Source: an optimization exercise on an open RTL-to-GDS flow (aim: small area, a short achievable clock period and few clock cycles). Production flows keep margins and buffers that such runs may drop.
Where RTL was checked, it was by simulation tests only, not by an equivalence proof against the original.
Power and IR drop assume default switching activity.

Design cpu, start of the top module:
module cpu(input clk, reset, input [15:0] i_mem_rddata, output logic o_mem_rd, o_mem_wr, output logic [15:0] o_mem_addr, o_mem_wrdata);
	logic [15:0] r0, r1, r2, r3, r4, r5, r6, r7;
	logic n, z;
	logic [15:0] A;       
	logic wr;             
	logic rd;             
	logic ldc;            
	logic av;             
	logic [15:1] L;       
	logic lw;             
	logic [2:0] ldx;      
	logic [15:0] opA, opB;
	logic ecin, ewe, efl;
	logic [2:0] ed;
	wire [15:0] I = i_mem_rddata;
	wire [4:0] op = I[4:0];
	wire [2:0] X = I[7:5];
	wire [2:0] Y = I[10:8];
	wire [7:0] imm8 = I[15:8];
	wire [10:0] imm11 = I[15:5];
	function automatic [15:0] bkadd(input [15:0] x, input [15:0] y, input c0);
		logic [15:0] g, p, G, P;
		integer i, s;
		begin
			g = x & y;
			p = x ^ y;
			G = g;
			P = p;
			G[0] = g[0] | (p[0] & c0);
			for (s = 1; s < 16; s = s * 2)
				for (i = 2*s-1; i < 16; i = i + 2*s) begin
					G[i] = G[i] | (P[i] & G[i-s]);
  ...
Size in the first run: ~1,600 cells after synthesis, roughly 210 flip-flops.
clock: 7.5 ns
lec_check: 0
abc_area: 1
cap_margin: 20
core_margin: 2
core_utilization: 40
setup_slack_margin: 4.5
slew_margin: 20
tns_end_percent: 0
run.sh (not shown) runs the stock make flow with config.mk's settings and CLKGATE_MAP_FILE= SYNTH_SCRIPT=/design/flow/synth_recipe.tcl, a recipe that flattens the netlist after the stock synthesis.
Testbench counts at the start, summed over its fixed seeds: cycles 75,890.
Change:
==> flow/flow/run.sh (new file) <==
#!/bin/bash
# The standard layout, with one change: Yosys's ABC step maps the logic with
# flow/abc.script (area-oriented mapping) instead of ORFS's abc_area.script.
# Everything before ABC (including flip-flop mapping) and after it is the
# standard synthesis, so the registers keep their names and cell types.
set -euo pipefail
W=$PWD
cat > "$W/synth_abc.tcl" <<EOT
proc abc {args} {
  set i [lsearch \$args -script]
  lset args [expr {\$i + 1}] $W/flow/abc.script
  yosys abc {*}\$args
}
source $W/synth_recipe.tcl
EOT
bash "$W/standard.sh" SYNTH_SCRIPT="$W/synth_abc.tcl" finish > "$W/standard.log" 2>&1
==> flow/flow/abc.script (new file) <==
strash
dch
map -a
topo
stime -c
==> flow/standard.sh (new file) <==
#!/bin/bash
# synth_recipe.tcl (not shown) runs the flow's synth.tcl, then flattens the netlist and writes it again
# the make line also repeats each setting of config.mk as NAME=value (left out here)
make -C /OpenROAD-flow-scripts/flow DESIGN_CONFIG=/design/flow/config.mk WORK_HOME=/design/flow/orfs CLKGATE_MAP_FILE= SYNTH_SCRIPT=/design/flow/synth_recipe.tcl "${@:-finish}"
TNS_END_PERCENT = default   (was 0)
removed: flow/run.sh
After rerunning: Cell area increases by a few percent. Sequential power is about the same. Area after synthesis goes down by roughly a tenth.
Change:
==> flow/run.sh (new file) <==
#!/bin/bash
# synth_recipe.tcl (not shown) runs the flow's synth.tcl, then flattens the netlist and writes it again
# the make line also repeats each setting of config.mk as NAME=value (left out here)
make -C /OpenROAD-flow-scripts/flow DESIGN_CONFIG=/design/flow/config.mk WORK_HOME=/design/flow/orfs CLKGATE_MAP_FILE= SYNTH_SCRIPT=/design/flow/synth_recipe.tcl finish
removed: flow/flow/run.sh
removed: flow/flow/abc.script
removed: flow/standard.sh
After rerunning: Worst hold slack loses 0.0068 ns; design area came out lower by a few percent; cell count came out higher by about a fifth; die area came out higher by roughly a tenth.


The RTL this note starts from:
==> flow/design.v <==
module cpu(input clk, reset, input [15:0] i_mem_rddata, output logic o_mem_rd, o_mem_wr, output logic [15:0] o_mem_addr, o_mem_wrdata);
	logic [15:0] r0, r1, r2, r3, r4, r5, r6, r7;
	logic n, z;
	logic [15:0] IR;      
	logic v;              
	logic s;              
	logic ldp;            
	logic [2:0] ldx;      
	logic [15:1] P;       
	wire [4:0] op = IR[4:0];
	wire [2:0] X = IR[7:5];
	wire [2:0] Y = IR[10:8];
	wire [7:0] imm8 = IR[15:8];
	wire [10:0] imm11 = IR[15:5];
	logic [15:0] rx, ry;
	always @(*) begin
		case (X)
			3'd0: rx = r0; 3'd1: rx = r1; 3'd2: rx = r2; 3'd3: rx = r3;
			3'd4: rx = r4; 3'd5: rx = r5; 3'd6: rx = r6; default: rx = r7;
		endcase
		case (Y)
			3'd0: ry = r0; 3'd1: ry = r1; 3'd2: ry = r2; 3'd3: ry = r3;
			3'd4: ry = r4; 3'd5: ry = r5; 3'd6: ry = r6; default: ry = r7;
		endcase
	end
	wire ex = v & ~s;
	wire jmp   = op[3];
	wire ldst  = ~op[4] & ~op[3] & op[2];
	wire isst  = op[0];
	wire mvhi  = op[4] & op[2];
	wire alu   = ~op[3] & ~ldst;
	wire domov = ~op[1] & ~op[0] & ~mvhi;           
	wire dosub = op[1] & ~mvhi;                     
	wire aluw  = alu & ~(op[1] & op[0]);            
	wire aluf  = alu & ~domov & ~mvhi;              
	wire link  = jmp & op[2];                       
	wire cond  = (~op[1] & ~op[0]) | (op[0] & z) | (op[1] & n);
	wire dacc = ex & ldst;
	wire tk   = ex & jmp & cond;
	logic [15:0] b;
	always @(*) begin
		if (~op[4]) b = ry;
		else if (op[2]) b = {imm8, 8'b0};
		else b = {{8{imm8[7]}}, imm8};
	end
	wire [15:0] a = domov ? 16'b0 : rx;
	wire [15:0] res = a + (dosub ? ~b : b) + {15'b0, dosub};
	wire [15:1] tgt = op[4] ? (P + {{4{imm11[10]}}, imm11}) :
	                  ((op[2] & (X == 3'd7)) ? P : rx[15:1]);
	wire [15:1] faddr = tk ? tgt : (P + {14'b0, ~s | v});
	always @(*) begin
		o_mem_wr = dacc & isst;
		o_mem_rd = ~o_mem_wr;
		o_mem_addr = dacc ? ry : {faddr, 1'b0};
		o_mem_wrdata = rx;
	end
	wire hit = (ry[15:1] == P);
	logic [15:0] wd;
	logic [2:0] wi;
	logic we;
	always @(*) begin
		if (ldp) begin
			wd = i_mem_rddata; wi = ldx; we = 1'b1;
		end else if (link) begin
			wd = {P, 1'b0}; wi = 3'd7; we = ex;
		end else begin
			wd = res; wi = X; we = ex & aluw;
		end
	end
	wire [15:0] wdr = reset ? 16'b0 : wd;
	wire [7:0] wen = {8{reset}} | ({7'b0, we} << wi);
	always @(posedge clk) begin
		if (wen[0]) r0 <= wdr;
		if (wen[1]) r1 <= wdr;
		if (wen[2]) r2 <= wdr;
		if (wen[3]) r3 <= wdr;
		if (wen[4]) r4 <= wdr;
		if (wen[5]) r5 <= wdr;
		if (wen[6]) r6 <= wdr;
		if (wen[7]) r7 <= wdr;
	end
	always @(posedge clk) begin
		if (reset) begin
			n <= 1'b0;
			z <= 1'b0;
		end else if (ex & aluf) begin
			n <= res[15];
			z <= (res == 16'b0);
		end
	end
	always @(posedge clk) begin
		if (reset) begin
			s <= 1'b1;
			v <= 1'b0;
			ldp <= 1'b0;
			P <= 15'b0;
		end else begin
			s <= dacc;
			v <= s ? v : ~(tk | (dacc & isst & hit));
			ldp <= dacc & ~isst;
			if (~dacc) P <= faddr;
		end
	end
	always @(posedge clk) begin
		if (~s) IR <= i_mem_rddata;
		ldx <= X;
	end
endmodule
Settings: LEC_CHECK=0, ABC_AREA=1, CAP_MARGIN=20, CORE_MARGIN=2, CORE_UTILIZATION=40, SETUP_SLACK_MARGIN=3.5, SLEW_MARGIN=20; clock period 7.5 ns.
Stock flow here: none of the scripts above is used.
Edit:
Settings changed: ABC_AREA 1 to default, SETUP_SLACK_MARGIN 3.5 to default.
After rerunning:
- core utilization falls by 9.5 points
- critical path depth decreases by 4
- via count drops by about 15%
- count of clock-buffer cells in the layout goes down by 1
- fmax went down by 23%
- hold slack is better by 0.020 ns
- flip-flop and latch count does not change
- die area went up by about 3.3%
- wire length came out lower by 15%
No functional check of the RTL was part of any run of this note.


lane 1:
cpu, a different RTL version from the one above (not shown whole).
Size in the first run: roughly 1600 cells after synthesis, ~52 I/O pins, about 12000 um2 of cells after synthesis.
==> flow/design.v (excerpt) <==
module cpu(input clk, reset, input [15:0] i_mem_rddata, output logic o_mem_rd, o_mem_wr, output logic [15:0] o_mem_addr, o_mem_wrdata);
	logic [15:0] r0, r1, r2, r3, r4, r5, r6, r7;
	logic n, z;
	logic [15:0] A;       
	logic wr;             
	logic rd;             
	logic ldc;            
	logic av;             
	logic nd;             
	logic lw;             
	logic [2:0] ldx;      
	logic [15:0] opA, opB;
	logic ecin, ewe, efl;
	logic [2:0] ed;
	wire [15:0] I = i_mem_rddata;
	wire [4:0] op = I[4:0];
	wire [2:0] X = I[7:5];
	wire [2:0] Y = I[10:8];
	wire [7:0] imm8 = I[15:8];
	wire [10:0] imm11 = I[15:5];
	function automatic [15:0] bkadd(input [15:0] x, input [15:0] y, input c0);
		logic [15:0] g, p, G, P;
		integer i, s;
		begin
			g = x & y;
			p = x ^ y;
			G = g;
			P = p;
			G[0] = g[0] | (p[0] & c0);
			for (s = 1; s < 16; s = s * 2)
				for (i = 2*s-1; i < 16; i = i + 2*s) begin
					G[i] = G[i] | (P[i] & G[i-s]);
					P[i] = P[i] & P[i-s];
				end
			for (s = 4; s >= 1; s = s / 2)
				for (i = 3*s-1; i < 16; i = i + 2*s) begin
					G[i] = G[i] | (P[i] & G[i-s]);
					P[i] = P[i] & P[i-s];
				end
			bkadd = p ^ {G[14:0], c0};
		end
	endfunction
	wire [15:0] res = opA + opB + {15'b0, ecin};
	wire res_z = (opA[0] ^ opB[0]) == ecin &&
	             ((opA[15:1] ^ opB[15:1]) == (opA[14:0] | opB[14:0]));
	wire n_e = efl ? res[15] : n;
	wire z_e = efl ? res_z : z;
	wire [15:0] wdr = reset ? 16'b0 : res;
	wire [7:0] wen = {8{reset}} | ({7'b0, ewe} << ed);
	always @(posedge clk) begin
		if (wen[0]) r0 <= wdr;
		if (wen[1]) r1 <= wdr;
		if (wen[2]) r2 <= wdr;
		if (wen[3]) r3 <= wdr;
		if (wen[4]) r4 <= wdr;
		if (wen[5]) r5 <= wdr;
		if (wen[6]) r6 <= wdr;
		if (wen[7]) r7 <= wdr;
	end
	always @(posedge clk) begin
		if (reset) begin
			n <= 1'b0;
			z <= 1'b0;
		end else begin
			n <= n_e;
			z <= z_e;
		end
	end
	logic [15:0] rxf, ryf;
	always @(*) begin
		case (X)
			3'd0: rxf = r0; 3'd1: rxf = r1; 3'd2: rxf = r2; 3'd3: rxf = r3;
			3'd4: rxf = r4; 3'd5: rxf = r5; 3'd6: rxf = r6; default: rxf = r7;
		endcase
		case (Y)
			3'd0: ryf = r0; 3'd1: ryf = r1; 3'd2: ryf = r2; 3'd3: ryf = r3;
			3'd4: ryf = r4; 3'd5: ryf = r5; 3'd6: ryf = r6; default: ryf = r7;
		endcase
	end
	wire [15:0] rx = (ewe && ed == X) ? res : rxf;
	wire [15:0] ry = (ewe && ed == Y) ? res : ryf;
	wire jmp   = op[3];
  ...
clock: 7.5 ns
lec_check: 0
abc_area: 1
cap_margin: 20
core_margin: 2
core_utilization: 40
setup_slack_margin: 4.55
slew_margin: 20
standard.sh (not shown) runs the stock make flow with config.mk's settings and CLKGATE_MAP_FILE= SYNTH_SCRIPT=/design/flow/synth_recipe.tcl, a recipe that flattens the netlist after the stock synthesis.
==> flow/flow/run.sh <==
#!/bin/bash
# The standard layout (standard synthesis and ORFS steps), with one change:
# the buffers that ORFS puts on every input and output port are
# sky130_fd_sc_hd__buf_4 instead of the cell buffer_ports picks by itself
# (a slow delay cell here).
set -euo pipefail
W=$PWD
bash "$W/standard.sh" BUFFER_PORTS_ARGS="-buffer_cell sky130_fd_sc_hd__buf_4" finish > "$W/standard.log" 2>&1
Lane 1 finished every stage and its layout cleared the timing, design-rule and antenna checks.
Testbench counts of lane 1, summed over its fixed seeds: cycles 75,905.
Input changes introduced in lane 2 (baseline for comparison: lane 1):
# lane 1
export LEC_CHECK = 0
export ABC_AREA = 1
export CAP_MARGIN = 20
export CORE_MARGIN = 2
export CORE_UTILIZATION = 40
export SETUP_SLACK_MARGIN = 4.55
export SLEW_MARGIN = 20
create_clock -name core_clock -period 7.5 [get_ports {clk}]
# lane 2
export LEC_CHECK = 0
export ABC_AREA = 1
export CAP_MARGIN = 20
export CORE_MARGIN = 2
export CORE_UTILIZATION = 40
export SETUP_SLACK_MARGIN = 4.45
export SLEW_MARGIN = 20
create_clock -name core_clock -period 7.5 [get_ports {clk}]
==> flow/run.sh (new file) <==
#!/bin/bash
# synth_recipe.tcl (not shown) runs the flow's synth.tcl, then flattens the netlist and writes it again
# the make line also repeats each setting of config.mk as NAME=value (left out here)
make -C /OpenROAD-flow-scripts/flow DESIGN_CONFIG=/design/flow/config.mk WORK_HOME=/design/flow/orfs CLKGATE_MAP_FILE= SYNTH_SCRIPT=/design/flow/synth_recipe.tcl finish
removed: flow/flow/run.sh
removed: flow/standard.sh
### Flow results
Lane 2 completed; timing, DRC and antenna clean
A critical path endpoint of A[5] is what lane 2 shows, while A[9] belongs to lane 1.
Going from lane 1 to lane 2, non-clock buffer area fraction after layout increased 0.84 points, global-route track usage on met2 increased 0.63 points, worst slew margin relative to its limit increased 24 points.
Edits applied to the flow inputs when going from lane 2 to lane 3:
# lane 2
export LEC_CHECK = 0
export ABC_AREA = 1
export CAP_MARGIN = 20
export CORE_MARGIN = 2
export CORE_UTILIZATION = 40
export SETUP_SLACK_MARGIN = 4.45
export SLEW_MARGIN = 20
create_clock -name core_clock -period 7.5 [get_ports {clk}]
# lane 3
export LEC_CHECK = 0
export ABC_AREA = 1
export CAP_MARGIN = 20
export CORE_MARGIN = 2
export CORE_UTILIZATION = 40
export CTS_CLUSTER_DIAMETER = 60
export CTS_CLUSTER_SIZE = 30
export SETUP_SLACK_MARGIN = 4.5
export SLEW_MARGIN = 20
create_clock -name core_clock -period 7.5 [get_ports {clk}]
## What came out
Leakage power total in lane 3 is 0.56% below lane 2.
Diff lane 3..lane 2 | total power | negligible
Taking lane 2 as the reference point, the delay of the slowest critical-path stage of lane 3 falls by 50 ps.
Per the comparison of lane 3 with lane 2, post-synthesis xor/xnor area fraction neither gained nor lost much, area of all placed cells without fillers lost 1.4%, routability congestion estimate from global placement picked up an extra 2.5%.
Relative to lane 2, the critical path depth of lane 3 is higher by 2.
On lane 3: maximum vdd ir drop is 18% higher than what lane 2 gave.
Route | lane 3 vs lane 2 | wire shorter in lane 3

what the ideal ports hide:
The results above use ideal ports. As a check the final layouts listed here were re-extracted and re-timed, cells and wires unchanged. Step 1 sets driving cells, clkbuf_16 on the clock port and buf_2 on the other inputs (assumed; they add their load-dependent delay and slew). Step 2 moves the port delays by t, midway between the first and last clock arrival at a register: inputs arrive t later, outputs are due t later. That takes back most of the time a late clock gives input paths. Slacks: ideal / step 1 / step 2; pairs: ideal / step 1.
run	shift t [ns]	slack for setup (ns)	worst hold slack (ns)	pins driven straight from the clock port
the first run of note 1	0.595	4.442 / 4.390 / 3.903	0.488 / 0.488 / 0.488	1
the second run of note 1	0.587	4.168 / 4.172 / 3.584	0.489 / 0.489 / 0.489	1
the third run of note 1	0.589	4.497 / 4.450 / 3.920	0.482 / 0.482 / 0.482	1
the first run of note 2	0.489	2.805 / 2.757 / 2.827	0.477 / 0.477 / 0.477	1
the second run of note 2	0.486	1.428 / 1.380 / 1.608	0.497 / 0.497 / 0.497	1
lane 1	0.504	4.481 / 4.467 / 3.962	0.447 / 0.447 / 0.447	1
lane 2	0.502	4.421 / 4.412 / 3.910	0.430 / 0.430 / 0.430	1
lane 3	0.501	4.464 / 4.456 / 3.955	0.441 / 0.441 / 0.441	1
After both steps every run listed still meets setup and hold. For the second run of note 1, which loses most, drivers alone change the setup slack by +0.004 ns; drivers and shift together by -0.584 ns.
